This design comes from an exercise in tuning for small area on the open sky130 flow, not from production work. In this exercise RTL edits were held to simulation tests only and were not proved equivalent to the original. No activity file was given, so power comes from the tool's default toggle rates.

==> run a: inputs <==
Design SubRenderer, start of the top module:
module SubRenderer(clk, rst, hcount, vcount, blank, startscreen, collision,
                   yPos, fish1X, fish1Y, fish2X, fish2Y, octo1X, octo1Y,
                   rock1X, rock1Y, shark1X, shark1Y,
                   bub1Y, bub2Y, bub3Y, bub4Y, bub5Y, waveX,
                   R, G, B);
	input clk;
	input rst;	 
	input [10:0] hcount, vcount;	 
	input blank;	 
	input startscreen, collision;	 
	input signed [11:0] yPos,
		fish1X, fish1Y,
		fish2X, fish2Y,
		octo1X, octo1Y,
		rock1X, rock1Y,
		shark1X, shark1Y,
		bub1Y, bub2Y, bub3Y, bub4Y, bub5Y,
		waveX;
	output reg [2:0] R, G;
	output reg [1:0] B;
	wire nb = ~blank;
	wire [10:0] nh = ~hcount, nv = ~vcount;
	wire submarine, moon, fish1, fishEyes1, fish2, fishEyes2, octopus1, octoEyes1,
		shark1, sharkEyes1, bubble, wave, rock1;
	wire [12:0] hu = {2'b00, hcount};
	wire [12:0] vu = {2'b00, vcount};
	wire [12:0] sn;
	addy sa(nv, yPos, sn);
	wire [11:0] f1x, f1y, f2x, f2y, ox, oy, rx, ry, bn, wn, bY;
	wire [12:0] kx, ky;
	adds af1x(nh, fish1X, f1x);
	adds af1y(nv, fish1Y, f1y);
	adds af2x(nh, fish2X, f2x);
	adds af2y(nv, fish2Y, f2y);
	adds aox(nh, octo1X, ox);
	adds aoy(nv, octo1Y, oy);
	addk akx(nh, shark1X, kx);
	addk aky(nv, shark1Y, ky);
	adds arx(nh, rock1X, rx);
	adds ary(nv, rock1Y, ry);
	adds abn(nv, bY, bn);	 
	adds awn(nh, waveX, wn);	 
  ...
export LEC_CHECK = 0
export ABC_AREA = 1
export CAP_MARGIN = 20
export CORE_MARGIN = 2
export CORE_UTILIZATION = 40
export CTS_BUF_LIST = sky130_fd_sc_hd__clkbuf_2
export SLEW_MARGIN = 20
export SYNTH_HIERARCHICAL = 1
export SYNTH_MINIMUM_KEEP_SIZE = 0
create_clock -name core_clock -period 25.0 [get_ports {clk}]
standard.sh (not shown) runs the stock make flow with config.mk's settings and CLKGATE_MAP_FILE= SYNTH_SCRIPT=/design/flow/synth_recipe.tcl, a recipe that flattens the netlist after the stock synthesis.
==> flow/flow/run.sh <==
#!/bin/bash
# The standard layout (standard.sh) with two changes:
#  - synthesis maps the top module's logic with flow/abc_deep.script (rounds of ABC
#    deepsyn and area mapping) and the adder modules with flow/abc_small.script, in
#    place of ORFS's abc_area.script; everything else in the synthesis is
#    synth_recipe.tcl unchanged;
#  - placement buffers every input and output port with buf_1, the smallest buffer.
# Each tool's output goes to the ORFS logs under orfs/logs; standard.sh's own output
# goes to standard.log.
set -euo pipefail
HERE=$(pwd)
export MY_ABC_DEEP="$HERE/flow/abc_deep.script"
export MY_ABC_SMALL="$HERE/flow/abc_small.script"
export BUFFER_PORTS_ARGS="-buffer_cell sky130_fd_sc_hd__buf_1"
{
  cat <<'EOT'
proc abc {args} {
  set i [lsearch -exact $args -script]
  if {$i < 0} {
    yosys abc {*}$args
    return
  }
  set j [expr {$i + 1}]
  yosys abc {*}[lreplace $args $j $j $::env(MY_ABC_DEEP)] SubRenderer
  yosys abc {*}[lreplace $args $j $j $::env(MY_ABC_SMALL)] add*
}
EOT
  cat synth_recipe.tcl
} > own_synth.tcl
sed "s#SYNTH_SCRIPT=[^ ]*#SYNTH_SCRIPT=$HERE/own_synth.tcl#" standard.sh > own_standard.sh
grep -q "SYNTH_SCRIPT=$HERE/own_synth.tcl" own_standard.sh
bash own_standard.sh > standard.log 2>&1
==> flow/flow/abc_deep.script <==
strash; &get -n; &deepsyn -T 40; &put; strash; dch -f; amap; &get -n; &deepsyn -T 40; &put; strash; dch -f; amap; &get -n; &deepsyn -T 40; &put; strash; dch -f; amap; &get -n; &deepsyn -T 40; &put; strash; dch -f; amap; &get -n; &deepsyn -T 40; &put; strash; dch -f; amap; &get -n; &deepsyn -T 40; &put; strash; dch -f; amap; &get -n; &deepsyn -T 40; &put; strash; dch -f; amap; &get -n; &deepsyn -T 40; &dch -f; &nf -R 1000 -p -F 8 -A 4; &put; topo
==> flow/flow/abc_small.script <==
strash; dch -f; amap; topo
==> run b: changes against run a <==
--- a/flow/design.v
+++ b/flow/design.v
@@ -119,11 +119,11 @@
 	function les6(input [5:0] a, input [5:0] b, input s);
 		integer i;
 		reg r;
 		begin
 			r = ~s;
-			for (i = 0; i < 6; i = i + 1) r = a[i] ? (b[i] & r) : (b[i] | r);
+			for (i = 0; i < 6; i = i + 1) r = (a[i] == b[i]) ? r : b[i];
 			les6 = r;
 		end
 	endfunction
 	function lev6(input [5:0] a, input [5:0] b);
 		integer i;
==> flow/flow/run.sh (replaced) <==
#!/bin/bash
# The standard layout (standard.sh) with two changes:
#  - synthesis maps the logic with flow/abc_deep.script (rounds of ABC deepsyn and area
#    mapping) in place of ORFS's abc_area.script; everything else in the synthesis
#    is synth_recipe.tcl unchanged;
#  - placement buffers every input and output port with buf_1, the smallest buffer.
# Each tool's output goes to the ORFS logs under orfs/logs; standard.sh's own output
# goes to standard.log.
set -euo pipefail
HERE=$(pwd)
export MY_ABC_SCRIPT="$HERE/flow/abc_deep.script"
export BUFFER_PORTS_ARGS="-buffer_cell sky130_fd_sc_hd__buf_1"
{
  cat <<'EOT'
proc abc {args} {
  set i [lsearch -exact $args -script]
  if {$i >= 0} {
    set args [lreplace $args [expr {$i + 1}] [expr {$i + 1}] $::env(MY_ABC_SCRIPT)]
  }
  yosys abc {*}$args
}
EOT
  cat synth_recipe.tcl
} > own_synth.tcl
sed "s#SYNTH_SCRIPT=[^ ]*#SYNTH_SCRIPT=$HERE/own_synth.tcl#" standard.sh > own_standard.sh
grep -q "SYNTH_SCRIPT=$HERE/own_synth.tcl" own_standard.sh
bash own_standard.sh > standard.log 2>&1
==> flow/flow/abc_deep.script (replaced) <==
strash; &get -n; &deepsyn -T 40; &put; strash; dch -f; amap; &get -n; &deepsyn -T 40; &put; strash; dch -f; amap; &get -n; &deepsyn -T 40; &dch -f; &nf -R 1000 -p -F 8 -A 4; &put; topo
CTS_BUF_LIST = sky130_fd_sc_hd__clkbuf_4   (was sky130_fd_sc_hd__clkbuf_2)
removed: flow/flow/abc_small.script
==> run c: changes against run a <==
--- a/flow/design.v
+++ b/flow/design.v
@@ -119,11 +119,11 @@
 	function les6(input [5:0] a, input [5:0] b, input s);
 		integer i;
 		reg r;
 		begin
 			r = ~s;
-			for (i = 0; i < 6; i = i + 1) r = a[i] ? (b[i] & r) : (b[i] | r);
+			for (i = 0; i < 6; i = i + 1) r = (a[i] == b[i]) ? r : b[i];
 			les6 = r;
 		end
 	endfunction
 	function lev6(input [5:0] a, input [5:0] b);
 		integer i;
==> flow/flow/run.sh (replaced) <==
#!/bin/bash
# The standard layout (standard.sh) with two changes:
#  - synthesis maps the logic with flow/abc_deep.script (rounds of ABC deepsyn and area
#    mapping) in place of ORFS's abc_area.script; everything else in the synthesis
#    is synth_recipe.tcl unchanged;
#  - placement buffers every input and output port with buf_1, the smallest buffer.
# Each tool's output goes to the ORFS logs under orfs/logs; standard.sh's own output
# goes to standard.log.
set -euo pipefail
HERE=$(pwd)
export MY_ABC_SCRIPT="$HERE/flow/abc_deep.script"
export BUFFER_PORTS_ARGS="-buffer_cell sky130_fd_sc_hd__buf_1"
{
  cat <<'EOT'
proc abc {args} {
  set i [lsearch -exact $args -script]
  if {$i >= 0} {
    set args [lreplace $args [expr {$i + 1}] [expr {$i + 1}] $::env(MY_ABC_SCRIPT)]
  }
  yosys abc {*}$args
}
EOT
  cat synth_recipe.tcl
} > own_synth.tcl
sed "s#SYNTH_SCRIPT=[^ ]*#SYNTH_SCRIPT=$HERE/own_synth.tcl#" standard.sh > own_standard.sh
grep -q "SYNTH_SCRIPT=$HERE/own_synth.tcl" own_standard.sh
bash own_standard.sh > standard.log 2>&1
==> flow/flow/abc_deep.script (replaced) <==
strash; &get -n; &deepsyn -T 40; &put; strash; dch -f; amap; &get -n; &deepsyn -T 40; &put; strash; dch -f; amap; &get -n; &deepsyn -T 40; &dch -f; &nf -R 1000 -p -F 8 -A 4; &put; topo
removed: flow/flow/abc_small.script
==> run d: changes against run a <==
--- a/flow/design.v
+++ b/flow/design.v
@@ -119,11 +119,11 @@
 	function les6(input [5:0] a, input [5:0] b, input s);
 		integer i;
 		reg r;
 		begin
 			r = ~s;
-			for (i = 0; i < 6; i = i + 1) r = a[i] ? (b[i] & r) : (b[i] | r);
+			for (i = 0; i < 6; i = i + 1) r = (a[i] == b[i]) ? r : b[i];
 			les6 = r;
 		end
 	endfunction
 	function lev6(input [5:0] a, input [5:0] b);
 		integer i;
==> flow/flow/run.sh (replaced) <==
#!/bin/bash
# The standard layout (standard.sh) with two changes:
#  - synthesis maps the logic with flow/abc_deep.script (rounds of ABC deepsyn and area
#    mapping) in place of ORFS's abc_area.script; everything else in the synthesis
#    is synth_recipe.tcl unchanged;
#  - placement buffers every input and output port with buf_1, the smallest buffer.
# Each tool's output goes to the ORFS logs under orfs/logs; standard.sh's own output
# goes to standard.log.
set -euo pipefail
HERE=$(pwd)
export MY_ABC_SCRIPT="$HERE/flow/abc_deep.script"
export BUFFER_PORTS_ARGS="-buffer_cell sky130_fd_sc_hd__buf_1"
{
  cat <<'EOT'
proc abc {args} {
  set i [lsearch -exact $args -script]
  if {$i >= 0} {
    set args [lreplace $args [expr {$i + 1}] [expr {$i + 1}] $::env(MY_ABC_SCRIPT)]
  }
  yosys abc {*}$args
}
EOT
  cat synth_recipe.tcl
} > own_synth.tcl
sed "s#SYNTH_SCRIPT=[^ ]*#SYNTH_SCRIPT=$HERE/own_synth.tcl#" standard.sh > own_standard.sh
grep -q "SYNTH_SCRIPT=$HERE/own_synth.tcl" own_standard.sh
bash own_standard.sh > standard.log 2>&1
==> flow/flow/abc_deep.script (replaced) <==
strash; &get -n; &deepsyn -T 40; &put; strash; dch -f; amap; &get -n; &deepsyn -T 40; &put; strash; dch -f; amap; &get -n; &deepsyn -T 40; &put; strash; dch -f; amap; &get -n; &deepsyn -T 40; &put; strash; dch -f; amap; &get -n; &deepsyn -T 40; &put; strash; dch -f; amap; &get -n; &deepsyn -T 40; &dch -f; &nf -R 1000 -p -F 8 -A 4; &put; topo
CAP_MARGIN = 0   (was 20)
SLEW_MARGIN = 0   (was 20)
removed: flow/flow/abc_small.script
==> summary.txt <==
Run a finished clean. Run c produced a clean layout. Run b finished clean. Run d finished with timing, DRC and antenna clean.
Count of clock-buffer cells in the layout is the same in run b and run a.
Die area, highest first: run b, run c, run d, run a.
Wire length: run a is smaller than run c (about 7.5%).
Maximum frequency, highest first: run b, run a, run c, run d.
In sequential cell count, run c and run d do not differ.
In clock skew, run b and run d do not differ.
In run a the clock power is larger than in run c, by 7.0%.

-- port drivers added, routing unchanged --
No port has a modelled driver above. Below, the same layouts with a new extraction and two added sets of constraints.
Step 1: set_driving_cell puts a clkbuf_16 on clk and a buf_2 on each other input, an assumption about the parent block.
Step 2 moves the port delays by t, midway between the first and last clock arrival at a register: inputs arrive t later, outputs are due t later. That takes back most of the time a late clock gives input paths.
a / b / c = no drivers / after step 1 / after step 2; a / b = the first two.
run	t (ns)	setup WS [ns]	latest minus earliest clock arrival (ns)	worst slew at a driven data input, ns	pins driven straight from the clock port
run a	0.285	12.023 / 12.012 / 11.727	0.005 / 0.005	0.07	1
run b	0.274	12.148 / 12.118 / 11.845	0.004 / 0.005	0.08	1
run c	0.256	12.017 / 11.980 / 11.724	0.001 / 0.000	0.09	1
run d	0.261	11.985 / 11.975 / 11.714	0.005 / 0.005	0.06	1
After both steps setup and hold are still met in every run listed. The setup slack of run b, which loses most, moves by -0.030 ns with the drivers and by -0.303 ns with both steps.
